This is an optimization exercise on Yosys and OpenROAD, whose aim is small area, not a production implementation. The RTL was checked by simulation tests, not by an equivalence proof against the original design. Power figures rest on the tool's default switching activity, not on a simulated workload.

P:
==> flow/design.v <==
module sync(input clk, rst, output hsync, vsync, output [8:0] cdist, rdist,
	output cleft, rtop, output indisplayinterval);
reg pclk;
reg [8:0] cdist_r, rdist_r;
reg cright, rbottom;
assign cdist = cdist_r ^ 9'd320;
assign rdist = rdist_r ^ 9'd240;
assign cleft = ~cright;
assign rtop = ~rbottom;
wire hsync_done = ~cleft & cdist[8] & cdist[7] & cdist[6] & cdist[5];
wire vsync_done = ~rtop & rdist[8] & rdist[4] & rdist[3] & rdist[2] & rdist[0];
wire cdist_one = (cdist == 9'd1);
wire rdist_one = (rdist == 9'd1);
wire col_zero = cleft & cdist[8] & cdist[6];
always @(posedge clk or posedge rst)
begin
	if (rst)
		pclk <= 1'b0;
	else
		pclk <= ~pclk;
end
always @(posedge clk or posedge rst)
begin
	if (rst) begin
		cright <= 1'b0;
		cdist_r <= 9'd0;    
		rbottom <= 1'b0;
		rdist_r <= 9'd0;    
	end else if (!pclk) begin
		if (hsync_done) begin
			cright <= 1'b0;
			cdist_r <= 9'd0;
			if (rtop) begin
				rdist_r <= (rdist - 9'd1) ^ 9'd240;
				rbottom <= rdist_one;
			end else if (vsync_done) begin
				rbottom <= 1'b0;
				rdist_r <= 9'd0;
			end else
				rdist_r <= (rdist + 9'd1) ^ 9'd240;
		end else if (cleft) begin
			cdist_r <= (cdist - 9'd1) ^ 9'd320;
			cright <= cdist_one;
		end else
			cdist_r <= (cdist + 9'd1) ^ 9'd320;
	end
end
assign hsync = ~cleft && (cdist >= 9'd337) && (cdist <= 9'd384);
assign vsync = ~rtop && (col_zero ? ((rdist >= 9'd251) && (rdist <= 9'd283)) : ((rdist >= 9'd250) && (rdist <= 9'd282)));
assign indisplayinterval = (cleft || (cdist < 9'd320)) && (rtop || (rdist < 9'd240));
endmodule
module render(
	input clk,
	input indisplayinterval,
	input square_on,
	output [11:0] rgb,
	input [8:0] switches
	);
reg [8:0] sw_reg;
reg hitd;
always @(posedge clk)
begin
	sw_reg <= switches;
	hitd <= square_on;
end
wire [11:0] rgb_reg = hitd ? {1'b0, sw_reg[8:6], 1'b0, sw_reg[5:3], 1'b0, sw_reg[2:0]} : 12'hFFF;
assign rgb = indisplayinterval ? rgb_reg : 12'h000;
endmodule
module shapeselector(input [8:0] m, d, input top,
		input clk, input rst,
		output square_on,
		input fkey, input bkey);
reg [1:0] shapeSel;
reg fpend, bpend;
reg rec_on;
wire fgo = fkey & bkey & fpend;
wire bgo = fkey & bkey & bpend;
wire [1:0] s_new = fgo ? shapeSel + 2'd1 : bgo ? shapeSel - 2'd1 : shapeSel;
always @(posedge clk or posedge rst)
begin
	if (rst) begin
		shapeSel <= 2'd0;
		fpend <= 1'b0;
		bpend <= 1'b0;
	end else begin
		shapeSel <= s_new;
		fpend <= ~fkey;
		bpend <= fkey & ~bkey;
	end
end
wire dbig = d > 9'd70;
wire mbig = m > 9'd70;
wire [8:0] greater = dbig ? d : m;
wire [8:0] lesser = dbig ? m : d;
wire [8:0] bi = greater - 9'd71;
reg [6:0] wc;
always @(*)
begin
	case (bi[4:0])
	5'd0: wc = 7'd70;
	5'd1: wc = 7'd69;
	5'd2: wc = 7'd68;
	5'd3: wc = 7'd67;
	5'd4: wc = 7'd66;
	5'd5: wc = 7'd64;
	5'd6: wc = 7'd63;
	5'd7: wc = 7'd62;
	5'd8: wc = 7'd61;
	5'd9: wc = 7'd60;
	5'd10: wc = 7'd58;
	5'd11: wc = 7'd57;
	5'd12: wc = 7'd55;
	5'd13: wc = 7'd54;
	5'd14: wc = 7'd52;
	5'd15: wc = 7'd51;
	5'd16: wc = 7'd49;
	5'd17: wc = 7'd47;
	5'd18: wc = 7'd45;
	5'd19: wc = 7'd43;
	5'd20: wc = 7'd41;
	5'd21: wc = 7'd39;
	5'd22: wc = 7'd36;
	5'd23: wc = 7'd34;
	5'd24: wc = 7'd31;
	5'd25: wc = 7'd28;
	5'd26: wc = 7'd24;
	5'd27: wc = 7'd19;
	5'd28: wc = 7'd14;
	5'd29: wc = 7'd0;
	default: wc = 7'd0;
	endcase
end
wire in_circ = (!dbig && !mbig) || (!(dbig && mbig) && (greater <= 9'd100) && (lesser <= {2'b00, wc}));
wire [4:0] q = d[6:2];
wire frac = d[1] | d[0];
wire [6:0] wt = top ? 7'd25 - q - frac : 7'd25 + q;
wire rows_mid = d <= 9'd100;
wire in_tri  = rows_mid && (m <= {2'b00, wt});
wire in_rect = rows_mid && (m <= 9'd200);
wire in_sq   = (d <= 9'd150) && (m <= 9'd150);
wire hit = s_new[1] ? (s_new[0] ? in_tri : in_circ) :
           (s_new[0] ? in_sq : in_rect);
always @(posedge clk)
	rec_on <= hit;
assign square_on = rec_on;
endmodule
module top (
	input clk, reset,
	input [8:0] switches,
	input fkey,
	input bkey,
	output [11:0] rgb,
	output [7:0] sevseg0, sevseg1, sevseg2,
	output hsync, vsync
	);
	wire [8:0] m, d;
	wire cleft, rtop;
	wire indisplayinterval;
	wire square_on;
	sync v1 (.clk(clk), .rst(reset), .hsync(hsync), .vsync(vsync), .cdist(m), .rdist(d), .cleft(cleft), .rtop(rtop), .indisplayinterval(indisplayinterval));
	render r1 (.clk(clk), .indisplayinterval(indisplayinterval), .square_on(square_on), .rgb(rgb), .switches(switches));
	shapeselector ss1 (.m(m), .d(d), .top(rtop), .clk(clk), .rst(reset), .square_on(square_on), .fkey(fkey), .bkey(bkey));
	DisplayDecoder d2(switches[8:6], sevseg2);
	DisplayDecoder d1(switches[5:3], sevseg1);
	DisplayDecoder d0(switches[2:0], sevseg0);
endmodule
module DisplayDecoder(input [2:0] v, output reg [7:0] seg);
	always @(*)
	begin
		case (v)
		3'd0: seg = 8'hC0;
		3'd1: seg = 8'hF9;
		3'd2: seg = 8'hA4;
		3'd3: seg = 8'hB0;
		3'd4: seg = 8'h99;
		3'd5: seg = 8'h92;
		3'd6: seg = 8'h82;
		default: seg = 8'hF8;
		endcase
	end
endmodule
Settings: LEC_CHECK=0, ABC_AREA=1, CAP_MARGIN=0, CORE_MARGIN=2, CORE_UTILIZATION=40, SLEW_MARGIN=0; clock period 20.0 ns.
standard.sh (not shown) runs the stock make flow with config.mk's settings and CLKGATE_MAP_FILE= SYNTH_SCRIPT=/design/flow/synth_recipe.tcl, a recipe that flattens the netlist after the stock synthesis.
==> flow/flow/run.sh <==
#!/bin/bash
# Layout flow: the standard synthesis, then the combinational logic between the
# registers is re-optimised and re-mapped for area with ABC (registers, their names
# and cells are kept as the standard synthesis made them; several ABC seeds are
# tried and the smallest result is kept), then the standard ORFS steps from
# floorplan to finish, with the port buffers made of the smallest buffer and a
# small clock tree.
set -euo pipefail
HERE=$(pwd)
export BUFFER_PORTS_ARGS="-buffer_cell sky130_fd_sc_hd__buf_1"
export CTS_ARGS="-buf_list sky130_fd_sc_hd__clkbuf_4 -root_buf sky130_fd_sc_hd__clkbuf_4 -sink_clustering_enable -sink_clustering_size 8 -sink_clustering_max_diameter 60 -dont_use_dummy_load -repair_clock_nets"

bash standard.sh synth > log_synth.txt 2>&1

RES=$HERE/orfs/results/$FLOW_PLATFORM/top/base
LIB=$FLOW_HOME/platforms/sky130hd/lib/sky130_fd_sc_hd__tt_025C_1v80.lib
cp $RES/1_2_yosys.v $HERE/std_synth.v
DONT=$(grep -o "cell *( *\"\?sky130_fd_sc_hd__[a-z0-9_]*" $LIB | grep -o "sky130_fd_sc_hd__[a-z0-9_]*" | grep -E "probe|lpflow|clkdly|dlygate|dlymetal|clkbuf|clkinv|einv|ebuf|sparecell|__fa_|__ha_|__fah" | sed "s/^/-dont_use /" | tr "\n" " ")

remap() {
  local S=$1
  local SEED=${S%_*} MAP=${S#*_}
  if [ "$MAP" = m ]; then MAPCMD="amap -m"; else MAPCMD="amap"; fi
  sed -e "s/SEED/$SEED/" -e "s/MAPCMD/$MAPCMD/" $HERE/flow/remap.abc > $HERE/remap_$S.abc
  cat > remap_$S.ys <<EOT
read_liberty -ignore_miss_func $LIB
setattr -mod -set blackbox 1 sky130_fd_sc_hd__df* sky130_fd_sc_hd__conb*
read_verilog $HERE/std_synth.v
hierarchy -top $FLOW_TOP
flatten
opt_clean -purge
tee -o $HERE/stat_before.txt stat -liberty $LIB
abc -liberty $LIB $DONT -script $HERE/remap_$S.abc
opt_clean -purge
write_verilog -noattr $HERE/remap_raw_$S.v
design -reset
read_liberty -lib $LIB
read_verilog $HERE/remap_raw_$S.v
hierarchy -top $FLOW_TOP
check -assert
splitnets
opt_clean -purge
hilomap -hicell sky130_fd_sc_hd__conb_1 HI -locell sky130_fd_sc_hd__conb_1 LO
insbuf -buf sky130_fd_sc_hd__buf_1 A X
opt_clean -purge
check -assert -mapped
tee -o $HERE/stat_after_$S.txt stat -liberty $LIB
write_verilog -noattr -noexpr -nohex -nodec $HERE/remapped_$S.v
EOT
  yosys remap_$S.ys > log_remap_$S.txt 2>&1 || true
}

SEEDS=$(for i in $(seq 0 23); do echo -n "${i}_a ${i}_m "; done)
for S in $SEEDS; do
  remap $S &
  while [ $(jobs -r | wc -l) -ge 4 ]; do sleep 1; done
done
wait

# candidates from smallest to largest; keep the first that is proven equivalent
# to the standard netlist (registers matched by name; the combinational cells'
# own names are hidden so that only ports and registers are matched)
for S in $SEEDS; do
  [ -f $HERE/remapped_$S.v ] || continue
  A=$(grep "Chip area" $HERE/stat_after_$S.txt | awk '{print $NF}')
  echo "$A $S"
done | sort -n > $HERE/remap_areas.txt
BEST=""
while read A S; do
  cat > equiv_$S.ys <<EOT
read_liberty -ignore_miss_func $LIB
read_verilog $HERE/std_synth.v
rename $FLOW_TOP gold
read_verilog $HERE/remapped_$S.v
rename $FLOW_TOP gate
hierarchy -check
rename -hide gold/w:_* gate/w:_*
rename -hide gold/c:_* gate/c:_*
flatten
opt_clean
async2sync
equiv_make gold gate eq
hierarchy -top eq
equiv_simple -undef
equiv_induct -undef
equiv_status -assert
EOT
  if yosys equiv_$S.ys < /dev/null > log_equiv_$S.txt 2>&1; then BEST=$S; break; fi
done < $HERE/remap_areas.txt
if [ -n "$BEST" ]; then
  echo "chosen $BEST" >> $HERE/remap_areas.txt
  cp $HERE/remapped_$BEST.v $HERE/remapped.v
else
  echo "no candidate proven, keeping the standard netlist" >> $HERE/remap_areas.txt
  cp $HERE/std_synth.v $HERE/remapped.v
fi

cp $HERE/remapped.v $RES/1_2_yosys.v
rm -f $RES/1_synth.odb $RES/1_synth.sdc
bash standard.sh finish > log_finish.txt 2>&1
Other scripts of this flow, unchanged in this note and not shown: flow/flow/remap.abc
P: flow completed, timing, DRC and antenna clean
Edits applied to the flow inputs when going from P to Q:
diff --git a/flow/design.v b/flow/design.v
--- a/flow/design.v
+++ b/flow/design.v
@@ -7,12 +7,24 @@
 assign rdist = rdist_r ^ 9'd240;
 assign cleft = ~cright;
 assign rtop = ~rbottom;
 wire hsync_done = ~cleft & cdist[8] & cdist[7] & cdist[6] & cdist[5];
 wire vsync_done = ~rtop & rdist[8] & rdist[4] & rdist[3] & rdist[2] & rdist[0];
 wire cdist_one = (cdist == 9'd1);
+wire [8:0] cflip, rflip;
+assign cflip[0] = 1'b1;
+assign rflip[0] = 1'b1;
+genvar i;
+generate
+	for (i = 1; i < 9; i = i + 1) begin : updown
+		assign cflip[i] = cflip[i-1] & (cdist[i-1] ^ cleft);
+		assign rflip[i] = rflip[i-1] & (rdist[i-1] ^ rtop);
+	end
+endgenerate
+wire [8:0] cnext = cdist ^ cflip;
+wire [8:0] rnext = rdist ^ rflip;
 wire rdist_one = (rdist == 9'd1);
 wire col_zero = cleft & cdist[8] & cdist[6];
 always @(posedge clk or posedge rst)
 begin
 	if (rst)
 		pclk <= 1'b0;
@@ -28,24 +40,24 @@
 		rdist_r <= 9'd0;    
 	end else if (!pclk) begin
 		if (hsync_done) begin
 			cright <= 1'b0;
 			cdist_r <= 9'd0;
 			if (rtop) begin
-				rdist_r <= (rdist - 9'd1) ^ 9'd240;
+				rdist_r <= rnext ^ 9'd240;
 				rbottom <= rdist_one;
 			end else if (vsync_done) begin
 				rbottom <= 1'b0;
 				rdist_r <= 9'd0;
 			end else
-				rdist_r <= (rdist + 9'd1) ^ 9'd240;
+				rdist_r <= rnext ^ 9'd240;
 		end else if (cleft) begin
-			cdist_r <= (cdist - 9'd1) ^ 9'd320;
+			cdist_r <= cnext ^ 9'd320;
 			cright <= cdist_one;
 		end else
-			cdist_r <= (cdist + 9'd1) ^ 9'd320;
+			cdist_r <= cnext ^ 9'd320;
 	end
 end
 assign hsync = ~cleft && (cdist >= 9'd337) && (cdist <= 9'd384);
 assign vsync = ~rtop && (col_zero ? ((rdist >= 9'd251) && (rdist <= 9'd283)) : ((rdist >= 9'd250) && (rdist <= 9'd282)));
 assign indisplayinterval = (cleft || (cdist < 9'd320)) && (rtop || (rdist < 9'd240));
 endmodule
## What came out
Comparing the two runs side by side, Q comes out ahead of P on via count.
[Q] fraction of met3 tracks used by global routing fell 0.22 points relative to P
Combinational power: Q > P
Looking at final worst slack across both flows, Q is the weaker of the two, with P ahead.
Looking at the reports, Q completed the entire flow and the layout it produced met the timing, DRC and antenna checks.
Top-level I/O count came out exactly the same in Q and P.
NOTE wire length of the first global-routing pass P->Q increased slightly
Cmp Q and P / number of filler instances in the final layout / higher: P

-- afterwards: timing with drivers on the ports --
How much do the figures lean on ideal ports? The routed layouts below were timed once more, with nothing changed but the port constraints. Step 1 assumes that a clkbuf_16 drives the clock port and a buf_2 every other input. Step 2 adds t to the input delays and takes it off the output delays; t is the mean of the earliest and latest rising clock arrival at the registers after step 1. Input paths then give back, and output paths get back, about the clock's delay inside the block. Three values: ideal, step 1, step 2; two values: the first two.
| run | shift t [ns] | slack for setup (ns) | hold WS [ns] | worst setup path after step 2 | latest minus earliest clock arrival (ns) |
|---|---|---|---|---|---|
| P | 0.358 | 11.065 / 11.044 / 11.044 | 0.339 / 0.339 / 0.339 | input to output | 0.026 / 0.027 |
| Q | 0.353 | 10.871 / 10.849 / 10.849 | 0.342 / 0.342 / 0.342 | input to output | 0.029 / 0.028 |
After both steps every run listed still meets setup and hold. For Q, which loses most, drivers alone change the setup slack by -0.022 ns; drivers and shift together by -0.022 ns.
